From an optimization exercise on the open Yosys and OpenROAD flow, aimed at a short achievable clock period and few clock cycles; shortcuts taken in it are not production practice. In this exercise RTL edits were held to simulation tests only and were not proved equivalent to the original.

==> run a: inputs <==
==> flow/design.v (excerpt) <==
module arm_core (
    input clk,
    input rst,
    output [31:0] imem_addr,
    input  [31:0] imem_data,
    output [31:0] dmem_addr,
    output [31:0] dmem_wdata,
    output        dmem_we,
    input  [31:0] dmem_rdata
  );
==> flow/config.mk <==
export PLATFORM = sky130hd
export DESIGN_NAME = arm_core
export DESIGN_NICKNAME = arm_core
export VERILOG_FILES = /design/flow/design.v
export SDC_FILE = /design/flow/constraint.sdc
export NUM_CORES = 4
export LEC_CHECK = 0
export CAP_MARGIN = 30
export CORE_MARGIN = 2
export CORE_UTILIZATION = 40
export SLEW_MARGIN = 30
==> flow/constraint.sdc <==
create_clock -name core_clock -period 22.0 [get_ports {clk}]
set_input_delay 4.4000 -clock core_clock [delete_from_list [all_inputs] [get_ports {clk}]]
set_output_delay 4.4000 -clock core_clock [all_outputs]
set_load 0.01 [all_outputs]
standard.sh (not shown) runs the stock make flow with config.mk's settings and CLKGATE_MAP_FILE= SYNTH_SCRIPT=/design/flow/synth_recipe.tcl, a recipe that flattens the netlist after the stock synthesis.
==> flow/flow/run.sh <==
#!/bin/bash
set -euo pipefail
MARGIN=${MARGIN:-17}
bash standard.sh SETUP_SLACK_MARGIN=$MARGIN TNS_END_PERCENT=0 finish > flow_make.log 2>&1
==> inputs of run b, as changes to run a <==
--- a/flow/design.v
+++ b/flow/design.v
@@ -1,15 +1,29 @@
 module arm_alu (
     input  [31:0] opn, opm,
-    input  [4:0]  rot,
+    input  [3:0]  rlo,
+    input  [7:0]  rhi,
     input  [31:0] msk, imm,
     input         mov, mvn, and_, orr, eor, arith, neg, cfl, cone, fc,
     output [31:0] res,
     output        r_n, r_z, r_c, r_v
   );
-  wire [63:0] rotw = {opm, opm} >> rot;
-  wire [31:0] op2  = (rotw[31:0] & msk) | imm;
+  reg [31:0] r1, r2;
+  integer j, k;
+  always @(*) begin
+    for (j = 0; j < 32; j = j + 1) begin
+      r1[j] = 1'b0;
+      for (k = 0; k < 4; k = k + 1)
+        r1[j] = r1[j] | (rlo[k] & opm[(j + k) % 32]);
+    end
+    for (j = 0; j < 32; j = j + 1) begin
+      r2[j] = 1'b0;
+      for (k = 0; k < 8; k = k + 1)
+        r2[j] = r2[j] | (rhi[k] & r1[(j + 4 * k) % 32]);
+    end
+  end
+  wire [31:0] op2  = (r2 & msk) | imm;
   wire        cin = cfl ? fc : cone;
   wire [31:0] b2  = neg ? ~op2 : op2;
   wire [33:0] s34 = {opn, 1'b1} + {b2, cin};
   wire [32:0] sum = s34[33:1];
   wire [31:0] lres = ({32{mov}} & op2) | ({32{mvn}} & ~op2) |
@@ -89,25 +103,30 @@
   reg [3:0]  x_fb_c;
   reg [31:0] x_fb_alt;
   reg        p_v, p_pt;
   reg [3:0]  p_c;
   reg [31:0] p_alt;
-  localparam BW = 3;      
+  localparam BW = 4;      
   localparam BN = 1 << BW;
   reg        bt_v   [0:BN-1];
   reg [29-BW:0] bt_tag [0:BN-1];
   reg [29:0] bt_tgt [0:BN-1];
   reg [3:0]  bt_c   [0:BN-1];
   reg        bt_bwd [0:BN-1];
   reg [14:0] x_rd_oh;
   reg [31:0] x_opn, x_opm, x_opd;   
-  reg [4:0]  x_rot;          
+  reg [2:0]  x_sx, x_sm;
+  reg [31:0] ld_res;
+  reg [3:0]  x_rlo;          
+  reg [7:0]  x_rhi;          
   reg [31:0] x_msk, x_imm;   
   reg        x_dp, x_mem, x_br, x_ld, x_st, x_wrop, x_S, x_use_rn, x_use_rm;
   reg        x_mov, x_mvn, x_and, x_orr, x_eor, x_arith, x_neg, x_cfl, x_cone;
   reg [31:0] R [0:14];
   reg [14:0] r_set;
+  reg [14:0] wb_w;
+  reg [31:0] wb_res;
   reg        fN, fZ, fC, fV;
   reg        m_we, m_ld;
   reg [3:0]  m_rd;
   reg [14:0] m_rd_oh;
   reg [31:0] m_addr, m_wdata;
@@ -124,16 +143,17 @@
   wire x_ok   = x_v && x_fbok && x_cnd;
   wire fb_bad = x_v && !x_fbok;
   wire stall = x_ok && m_ld &&
        ((x_use_rn && xrn == m_rd) || (x_use_rm && xrm == m_rd));
   wire x_go = x_ok && !stall;
-  wire [31:0] rn_val = x_opn;
-  wire [31:0] rm_val = x_opm;
+  wire [31:0] rn_val = x_sx[0] ? wb_res : x_sm[0] ? ld_res : x_opn;
+  wire [31:0] rm_val = x_sx[1] ? wb_res : x_sm[1] ? ld_res : x_opm;
+  wire [31:0] rd_val = x_sx[2] ? wb_res : x_sm[2] ? ld_res : x_opd;
   wire [31:0] res;
   wire        r_n, r_z, r_c, r_v;
   arm_alu alu (
-    .opn(rn_val), .opm(rm_val), .rot(x_rot), .msk(x_msk), .imm(x_imm),
+    .opn(rn_val), .opm(rm_val), .rlo(x_rlo), .rhi(x_rhi), .msk(x_msk), .imm(x_imm),
     .mov(x_mov), .mvn(x_mvn), .and_(x_and), .orr(x_orr), .eor(x_eor),
     .arith(x_arith), .neg(x_neg), .cfl(x_cfl), .cone(x_cone), .fc(fC),
     .res(res), .r_n(r_n), .r_z(r_z), .r_c(r_c), .r_v(r_v)
   );
   wire x_wr = x_go && x_wrop;
@@ -174,24 +194,18 @@
   wire [3:0] f_rd = d[15:12];
   wire [479:0] rpk;
   genvar gi;
   generate
     for (gi = 0; gi < 15; gi = gi + 1) begin : pk
-      assign rpk[32*gi +: 32] = r_set[gi] ? R[gi] : gi;
+      assign rpk[32*gi +: 32] = wb_w[gi] ? wb_res : r_set[gi] ? R[gi] : gi;
     end
   endgenerate
   wire [31:0] f_rdn, f_rdm;
   arm_rfread rdn (.r(rpk), .sel(f_rn), .q(f_rdn));
   arm_rfread rdm (.r(rpk), .sel(f_rm), .q(f_rdm));
   wire [31:0] f_rdd;
   arm_rfread rdd (.r(rpk), .sel(f_rd), .q(f_rdd));
-  wire [31:0] f_opn = (x_wr && xrd == f_rn) ? res :
-                      (m_ld && m_rd == f_rn) ? dmem_rdata : f_rdn;
-  wire [31:0] f_opm = (x_wr && xrd == f_rm) ? res :
-                      (m_ld && m_rd == f_rm) ? dmem_rdata : f_rdm;
-  wire [31:0] f_opd = (x_wr && xrd == f_rd) ? res :
-                      (m_ld && m_rd == f_rd) ? dmem_rdata : f_rdd;
   wire [4:0]  f_amt = d[11:7];
   wire [63:0] f_immw = {24'b0, d[7:0], 24'b0, d[7:0]} >> {d[11:8], 1'b0};
   wire [4:0]  f_rot = d[25] ? 5'd0 : (d[6:5] == 2'b00) ? 5'd0 - f_amt : f_amt;
   wire [31:0] f_msk = d[25] ? 32'b0 :
                       (d[6:5] == 2'b00) ? 32'hffffffff << f_amt :
@@ -231,14 +245,19 @@
       p_c <= bc;
       p_pt <= b_pred;
       p_alt <= b_pred ? pc8 : btgt;
       for (i = 0; i < 15; i = i + 1)
         x_rd_oh[i] <= d[15:12] == i;
-      x_opn <= f_opn;
-      x_opm <= f_opm;
-      x_opd <= f_opd;
-      x_rot <= f_rot;
+      x_opn <= f_rdn;
+      x_opm <= f_rdm;
+      x_opd <= f_rdd;
+      x_sx <= {x_wr && xrd == f_rd, x_wr && xrd == f_rm, x_wr && xrd == f_rn};
+      x_sm <= {m_ld && m_rd == f_rd, m_ld && m_rd == f_rm, m_ld && m_rd == f_rn};
+      for (i = 0; i < 4; i = i + 1)
+        x_rlo[i] <= f_rot[1:0] == i;
+      for (i = 0; i < 8; i = i + 1)
+        x_rhi[i] <= f_rot[4:2] == i;
       x_msk <= f_msk;
       x_imm <= f_imm;
       x_dp <= f_dp;
       x_mem <= f_mem;
       x_br <= f_br;
@@ -256,13 +275,15 @@
       x_arith <= f_add | f_adc | f_sub | f_sbc | f_cmp;
       x_neg <= f_sub | f_sbc | f_cmp;
       x_cfl <= f_adc | f_sbc;
       x_cone <= f_sub | f_cmp;
     end else if (!redirect) begin
-      if (m_ld && m_rd == xrn) x_opn <= dmem_rdata;
-      if (m_ld && m_rd == xrm) x_opm <= dmem_rdata;
-      if (m_ld && m_rd == xrd) x_opd <= dmem_rdata;
+      x_opn <= (m_ld && m_rd == xrn) ? dmem_rdata : rn_val;
+      x_opm <= (m_ld && m_rd == xrm) ? dmem_rdata : rm_val;
+      x_opd <= (m_ld && m_rd == xrd) ? dmem_rdata : rd_val;
+      x_sx <= 3'b0;
+      x_sm <= 3'b0;
     end
   end
   always @(posedge clk, posedge rst) begin
     if (rst) begin
       for (i = 0; i < BN; i = i + 1)
@@ -298,24 +319,29 @@
   always @(posedge clk) begin
     if (x_go && x_mem) begin
       m_rd <= xrd;
       m_rd_oh <= x_rd_oh;
       m_addr <= ea;
-      m_wdata <= (m_ld && m_rd == xrd) ? dmem_rdata : x_opd;
+      m_wdata <= (m_ld && m_rd == xrd) ? dmem_rdata : rd_val;
     end
   end
-  wire [14:0] r_wx = {15{x_wr}} & x_rd_oh;
+  wire [14:0] r_wx = wb_w;
   wire [14:0] r_wm = {15{m_ld}} & m_rd_oh;
   always @(posedge clk, posedge rst) begin
-    if (rst)
+    if (rst) begin
       r_set <= 15'b0;
-    else
+      wb_w <= 15'b0;
+    end else begin
       r_set <= r_set | r_wx | r_wm;
+      wb_w <= {15{x_wr}} & x_rd_oh;
+    end
   end
   always @(posedge clk) begin
+    wb_res <= res;
+    ld_res <= dmem_rdata;
     for (i = 0; i < 15; i = i + 1)
       if (r_wx[i])
-        R[i] <= res;
+        R[i] <= wb_res;
       else if (r_wm[i])
         R[i] <= dmem_rdata;
   end
 endmodule
==> inputs of run c, as changes to run a <==
--- a/flow/design.v
+++ b/flow/design.v
@@ -1,15 +1,29 @@
 module arm_alu (
     input  [31:0] opn, opm,
-    input  [4:0]  rot,
+    input  [3:0]  rlo,
+    input  [7:0]  rhi,
     input  [31:0] msk, imm,
     input         mov, mvn, and_, orr, eor, arith, neg, cfl, cone, fc,
     output [31:0] res,
     output        r_n, r_z, r_c, r_v
   );
-  wire [63:0] rotw = {opm, opm} >> rot;
-  wire [31:0] op2  = (rotw[31:0] & msk) | imm;
+  reg [31:0] r1, r2;
+  integer j, k;
+  always @(*) begin
+    for (j = 0; j < 32; j = j + 1) begin
+      r1[j] = 1'b0;
+      for (k = 0; k < 4; k = k + 1)
+        r1[j] = r1[j] | (rlo[k] & opm[(j + k) % 32]);
+    end
+    for (j = 0; j < 32; j = j + 1) begin
+      r2[j] = 1'b0;
+      for (k = 0; k < 8; k = k + 1)
+        r2[j] = r2[j] | (rhi[k] & r1[(j + 4 * k) % 32]);
+    end
+  end
+  wire [31:0] op2  = (r2 & msk) | imm;
   wire        cin = cfl ? fc : cone;
   wire [31:0] b2  = neg ? ~op2 : op2;
   wire [33:0] s34 = {opn, 1'b1} + {b2, cin};
   wire [32:0] sum = s34[33:1];
   wire [31:0] lres = ({32{mov}} & op2) | ({32{mvn}} & ~op2) |
@@ -98,16 +112,19 @@
   reg [29:0] bt_tgt [0:BN-1];
   reg [3:0]  bt_c   [0:BN-1];
   reg        bt_bwd [0:BN-1];
   reg [14:0] x_rd_oh;
   reg [31:0] x_opn, x_opm, x_opd;   
-  reg [4:0]  x_rot;          
+  reg [3:0]  x_rlo;          
+  reg [7:0]  x_rhi;          
   reg [31:0] x_msk, x_imm;   
   reg        x_dp, x_mem, x_br, x_ld, x_st, x_wrop, x_S, x_use_rn, x_use_rm;
   reg        x_mov, x_mvn, x_and, x_orr, x_eor, x_arith, x_neg, x_cfl, x_cone;
   reg [31:0] R [0:14];
   reg [14:0] r_set;
+  reg [14:0] wb_w;
+  reg [31:0] wb_res;
   reg        fN, fZ, fC, fV;
   reg        m_we, m_ld;
   reg [3:0]  m_rd;
   reg [14:0] m_rd_oh;
   reg [31:0] m_addr, m_wdata;
@@ -129,11 +146,11 @@
   wire [31:0] rn_val = x_opn;
   wire [31:0] rm_val = x_opm;
   wire [31:0] res;
   wire        r_n, r_z, r_c, r_v;
   arm_alu alu (
-    .opn(rn_val), .opm(rm_val), .rot(x_rot), .msk(x_msk), .imm(x_imm),
+    .opn(rn_val), .opm(rm_val), .rlo(x_rlo), .rhi(x_rhi), .msk(x_msk), .imm(x_imm),
     .mov(x_mov), .mvn(x_mvn), .and_(x_and), .orr(x_orr), .eor(x_eor),
     .arith(x_arith), .neg(x_neg), .cfl(x_cfl), .cone(x_cone), .fc(fC),
     .res(res), .r_n(r_n), .r_z(r_z), .r_c(r_c), .r_v(r_v)
   );
   wire x_wr = x_go && x_wrop;
@@ -174,11 +191,11 @@
   wire [3:0] f_rd = d[15:12];
   wire [479:0] rpk;
   genvar gi;
   generate
     for (gi = 0; gi < 15; gi = gi + 1) begin : pk
-      assign rpk[32*gi +: 32] = r_set[gi] ? R[gi] : gi;
+      assign rpk[32*gi +: 32] = wb_w[gi] ? wb_res : r_set[gi] ? R[gi] : gi;
     end
   endgenerate
   wire [31:0] f_rdn, f_rdm;
   arm_rfread rdn (.r(rpk), .sel(f_rn), .q(f_rdn));
   arm_rfread rdm (.r(rpk), .sel(f_rm), .q(f_rdm));
@@ -234,11 +251,14 @@
       for (i = 0; i < 15; i = i + 1)
         x_rd_oh[i] <= d[15:12] == i;
       x_opn <= f_opn;
       x_opm <= f_opm;
       x_opd <= f_opd;
-      x_rot <= f_rot;
+      for (i = 0; i < 4; i = i + 1)
+        x_rlo[i] <= f_rot[1:0] == i;
+      for (i = 0; i < 8; i = i + 1)
+        x_rhi[i] <= f_rot[4:2] == i;
       x_msk <= f_msk;
       x_imm <= f_imm;
       x_dp <= f_dp;
       x_mem <= f_mem;
       x_br <= f_br;
@@ -301,21 +321,25 @@
       m_rd_oh <= x_rd_oh;
       m_addr <= ea;
       m_wdata <= (m_ld && m_rd == xrd) ? dmem_rdata : x_opd;
     end
   end
-  wire [14:0] r_wx = {15{x_wr}} & x_rd_oh;
+  wire [14:0] r_wx = wb_w;
   wire [14:0] r_wm = {15{m_ld}} & m_rd_oh;
   always @(posedge clk, posedge rst) begin
-    if (rst)
+    if (rst) begin
       r_set <= 15'b0;
-    else
+      wb_w <= 15'b0;
+    end else begin
       r_set <= r_set | r_wx | r_wm;
+      wb_w <= {15{x_wr}} & x_rd_oh;
+    end
   end
   always @(posedge clk) begin
+    wb_res <= res;
     for (i = 0; i < 15; i = i + 1)
       if (r_wx[i])
-        R[i] <= res;
+        R[i] <= wb_res;
       else if (r_wm[i])
         R[i] <= dmem_rdata;
   end
 endmodule
==> inputs of run d, as changes to run a <==
--- a/flow/design.v
+++ b/flow/design.v
@@ -1,15 +1,29 @@
 module arm_alu (
     input  [31:0] opn, opm,
-    input  [4:0]  rot,
+    input  [3:0]  rlo,
+    input  [7:0]  rhi,
     input  [31:0] msk, imm,
     input         mov, mvn, and_, orr, eor, arith, neg, cfl, cone, fc,
     output [31:0] res,
     output        r_n, r_z, r_c, r_v
   );
-  wire [63:0] rotw = {opm, opm} >> rot;
-  wire [31:0] op2  = (rotw[31:0] & msk) | imm;
+  reg [31:0] r1, r2;
+  integer j, k;
+  always @(*) begin
+    for (j = 0; j < 32; j = j + 1) begin
+      r1[j] = 1'b0;
+      for (k = 0; k < 4; k = k + 1)
+        r1[j] = r1[j] | (rlo[k] & opm[(j + k) % 32]);
+    end
+    for (j = 0; j < 32; j = j + 1) begin
+      r2[j] = 1'b0;
+      for (k = 0; k < 8; k = k + 1)
+        r2[j] = r2[j] | (rhi[k] & r1[(j + 4 * k) % 32]);
+    end
+  end
+  wire [31:0] op2  = (r2 & msk) | imm;
   wire        cin = cfl ? fc : cone;
   wire [31:0] b2  = neg ? ~op2 : op2;
   wire [33:0] s34 = {opn, 1'b1} + {b2, cin};
   wire [32:0] sum = s34[33:1];
   wire [31:0] lres = ({32{mov}} & op2) | ({32{mvn}} & ~op2) |
@@ -98,16 +112,21 @@
   reg [29:0] bt_tgt [0:BN-1];
   reg [3:0]  bt_c   [0:BN-1];
   reg        bt_bwd [0:BN-1];
   reg [14:0] x_rd_oh;
   reg [31:0] x_opn, x_opm, x_opd;   
-  reg [4:0]  x_rot;          
+  reg [2:0]  x_sx, x_sm;
+  reg [31:0] ld_res;
+  reg [3:0]  x_rlo;          
+  reg [7:0]  x_rhi;          
   reg [31:0] x_msk, x_imm;   
   reg        x_dp, x_mem, x_br, x_ld, x_st, x_wrop, x_S, x_use_rn, x_use_rm;
   reg        x_mov, x_mvn, x_and, x_orr, x_eor, x_arith, x_neg, x_cfl, x_cone;
   reg [31:0] R [0:14];
   reg [14:0] r_set;
+  reg [14:0] wb_w;
+  reg [31:0] wb_res;
   reg        fN, fZ, fC, fV;
   reg        m_we, m_ld;
   reg [3:0]  m_rd;
   reg [14:0] m_rd_oh;
   reg [31:0] m_addr, m_wdata;
@@ -124,16 +143,17 @@
   wire x_ok   = x_v && x_fbok && x_cnd;
   wire fb_bad = x_v && !x_fbok;
   wire stall = x_ok && m_ld &&
        ((x_use_rn && xrn == m_rd) || (x_use_rm && xrm == m_rd));
   wire x_go = x_ok && !stall;
-  wire [31:0] rn_val = x_opn;
-  wire [31:0] rm_val = x_opm;
+  wire [31:0] rn_val = x_sx[0] ? wb_res : x_sm[0] ? ld_res : x_opn;
+  wire [31:0] rm_val = x_sx[1] ? wb_res : x_sm[1] ? ld_res : x_opm;
+  wire [31:0] rd_val = x_sx[2] ? wb_res : x_sm[2] ? ld_res : x_opd;
   wire [31:0] res;
   wire        r_n, r_z, r_c, r_v;
   arm_alu alu (
-    .opn(rn_val), .opm(rm_val), .rot(x_rot), .msk(x_msk), .imm(x_imm),
+    .opn(rn_val), .opm(rm_val), .rlo(x_rlo), .rhi(x_rhi), .msk(x_msk), .imm(x_imm),
     .mov(x_mov), .mvn(x_mvn), .and_(x_and), .orr(x_orr), .eor(x_eor),
     .arith(x_arith), .neg(x_neg), .cfl(x_cfl), .cone(x_cone), .fc(fC),
     .res(res), .r_n(r_n), .r_z(r_z), .r_c(r_c), .r_v(r_v)
   );
   wire x_wr = x_go && x_wrop;
@@ -174,24 +194,18 @@
   wire [3:0] f_rd = d[15:12];
   wire [479:0] rpk;
   genvar gi;
   generate
     for (gi = 0; gi < 15; gi = gi + 1) begin : pk
-      assign rpk[32*gi +: 32] = r_set[gi] ? R[gi] : gi;
+      assign rpk[32*gi +: 32] = wb_w[gi] ? wb_res : r_set[gi] ? R[gi] : gi;
     end
   endgenerate
   wire [31:0] f_rdn, f_rdm;
   arm_rfread rdn (.r(rpk), .sel(f_rn), .q(f_rdn));
   arm_rfread rdm (.r(rpk), .sel(f_rm), .q(f_rdm));
   wire [31:0] f_rdd;
   arm_rfread rdd (.r(rpk), .sel(f_rd), .q(f_rdd));
-  wire [31:0] f_opn = (x_wr && xrd == f_rn) ? res :
-                      (m_ld && m_rd == f_rn) ? dmem_rdata : f_rdn;
-  wire [31:0] f_opm = (x_wr && xrd == f_rm) ? res :
-                      (m_ld && m_rd == f_rm) ? dmem_rdata : f_rdm;
-  wire [31:0] f_opd = (x_wr && xrd == f_rd) ? res :
-                      (m_ld && m_rd == f_rd) ? dmem_rdata : f_rdd;
   wire [4:0]  f_amt = d[11:7];
   wire [63:0] f_immw = {24'b0, d[7:0], 24'b0, d[7:0]} >> {d[11:8], 1'b0};
   wire [4:0]  f_rot = d[25] ? 5'd0 : (d[6:5] == 2'b00) ? 5'd0 - f_amt : f_amt;
   wire [31:0] f_msk = d[25] ? 32'b0 :
                       (d[6:5] == 2'b00) ? 32'hffffffff << f_amt :
@@ -231,14 +245,19 @@
       p_c <= bc;
       p_pt <= b_pred;
       p_alt <= b_pred ? pc8 : btgt;
       for (i = 0; i < 15; i = i + 1)
         x_rd_oh[i] <= d[15:12] == i;
-      x_opn <= f_opn;
-      x_opm <= f_opm;
-      x_opd <= f_opd;
-      x_rot <= f_rot;
+      x_opn <= f_rdn;
+      x_opm <= f_rdm;
+      x_opd <= f_rdd;
+      x_sx <= {x_wr && xrd == f_rd, x_wr && xrd == f_rm, x_wr && xrd == f_rn};
+      x_sm <= {m_ld && m_rd == f_rd, m_ld && m_rd == f_rm, m_ld && m_rd == f_rn};
+      for (i = 0; i < 4; i = i + 1)
+        x_rlo[i] <= f_rot[1:0] == i;
+      for (i = 0; i < 8; i = i + 1)
+        x_rhi[i] <= f_rot[4:2] == i;
       x_msk <= f_msk;
       x_imm <= f_imm;
       x_dp <= f_dp;
       x_mem <= f_mem;
       x_br <= f_br;
@@ -256,13 +275,15 @@
       x_arith <= f_add | f_adc | f_sub | f_sbc | f_cmp;
       x_neg <= f_sub | f_sbc | f_cmp;
       x_cfl <= f_adc | f_sbc;
       x_cone <= f_sub | f_cmp;
     end else if (!redirect) begin
-      if (m_ld && m_rd == xrn) x_opn <= dmem_rdata;
-      if (m_ld && m_rd == xrm) x_opm <= dmem_rdata;
-      if (m_ld && m_rd == xrd) x_opd <= dmem_rdata;
+      x_opn <= (m_ld && m_rd == xrn) ? dmem_rdata : rn_val;
+      x_opm <= (m_ld && m_rd == xrm) ? dmem_rdata : rm_val;
+      x_opd <= (m_ld && m_rd == xrd) ? dmem_rdata : rd_val;
+      x_sx <= 3'b0;
+      x_sm <= 3'b0;
     end
   end
   always @(posedge clk, posedge rst) begin
     if (rst) begin
       for (i = 0; i < BN; i = i + 1)
@@ -298,24 +319,29 @@
   always @(posedge clk) begin
     if (x_go && x_mem) begin
       m_rd <= xrd;
       m_rd_oh <= x_rd_oh;
       m_addr <= ea;
-      m_wdata <= (m_ld && m_rd == xrd) ? dmem_rdata : x_opd;
+      m_wdata <= (m_ld && m_rd == xrd) ? dmem_rdata : rd_val;
     end
   end
-  wire [14:0] r_wx = {15{x_wr}} & x_rd_oh;
+  wire [14:0] r_wx = wb_w;
   wire [14:0] r_wm = {15{m_ld}} & m_rd_oh;
   always @(posedge clk, posedge rst) begin
-    if (rst)
+    if (rst) begin
       r_set <= 15'b0;
-    else
+      wb_w <= 15'b0;
+    end else begin
       r_set <= r_set | r_wx | r_wm;
+      wb_w <= {15{x_wr}} & x_rd_oh;
+    end
   end
   always @(posedge clk) begin
+    wb_res <= res;
+    ld_res <= dmem_rdata;
     for (i = 0; i < 15; i = i + 1)
       if (r_wx[i])
-        R[i] <= res;
+        R[i] <= wb_res;
       else if (r_wm[i])
         R[i] <= dmem_rdata;
   end
 endmodule
==> summary.txt <==
- Run d finished clean. Run c ran to the end with no violations. Run b went through all stages and came out clean. Run a completed without violations.
- Maximum frequency: run a < run c < run b < run d.
- Routed wire length, highest first: run b, run c, run d, run a.
- The lowest die area belongs to run a, the highest to run b.
- Between run b and run a, the lower cell area is in run a (gap about 28%, measured against run a).
Testbench counts of run a, summed over its fixed seeds: cycles 48,930.
Testbench counts of run b, summed over its fixed seeds: cycles 48,483.
Testbench counts of run c, summed over its fixed seeds: cycles 48,930.
Testbench counts of run d, summed over its fixed seeds: cycles 48,930.

-- what the ideal ports hide --
Ports are ideal in the flow. The routed layouts listed here were re-timed in OpenROAD.
Step 1 assumes that a clkbuf_16 drives the clock port and a buf_2 every other input.
Step 2 moves the port delays by t, midway between the first and last clock arrival at a register: inputs arrive t later, outputs are due t later. That takes back most of the time a late clock gives input paths.
a / b / c = no drivers / after step 1 / after step 2; a / b = the first two.
| run | t (ns) | slack for setup (ns) | worst setup path at the end | clock arrival spread, ns |
|---|---|---|---|---|
| run a | 0.949 | 15.320 / 15.321 / 14.372 | input to register | 0.077 / 0.077 |
| run b | 1.014 | 15.468 / 15.504 / 14.489 | input to register | 0.095 / 0.095 |
| run c | 0.964 | 15.455 / 15.531 / 14.568 | input to register | 0.077 / 0.077 |
| run d | 0.952 | 15.474 / 15.517 / 14.565 | input to register | 0.101 / 0.100 |
After both steps setup and hold are still met in every run listed. The setup slack of run b, which loses most, moves by +0.036 ns with the drivers and by -0.979 ns with both steps.
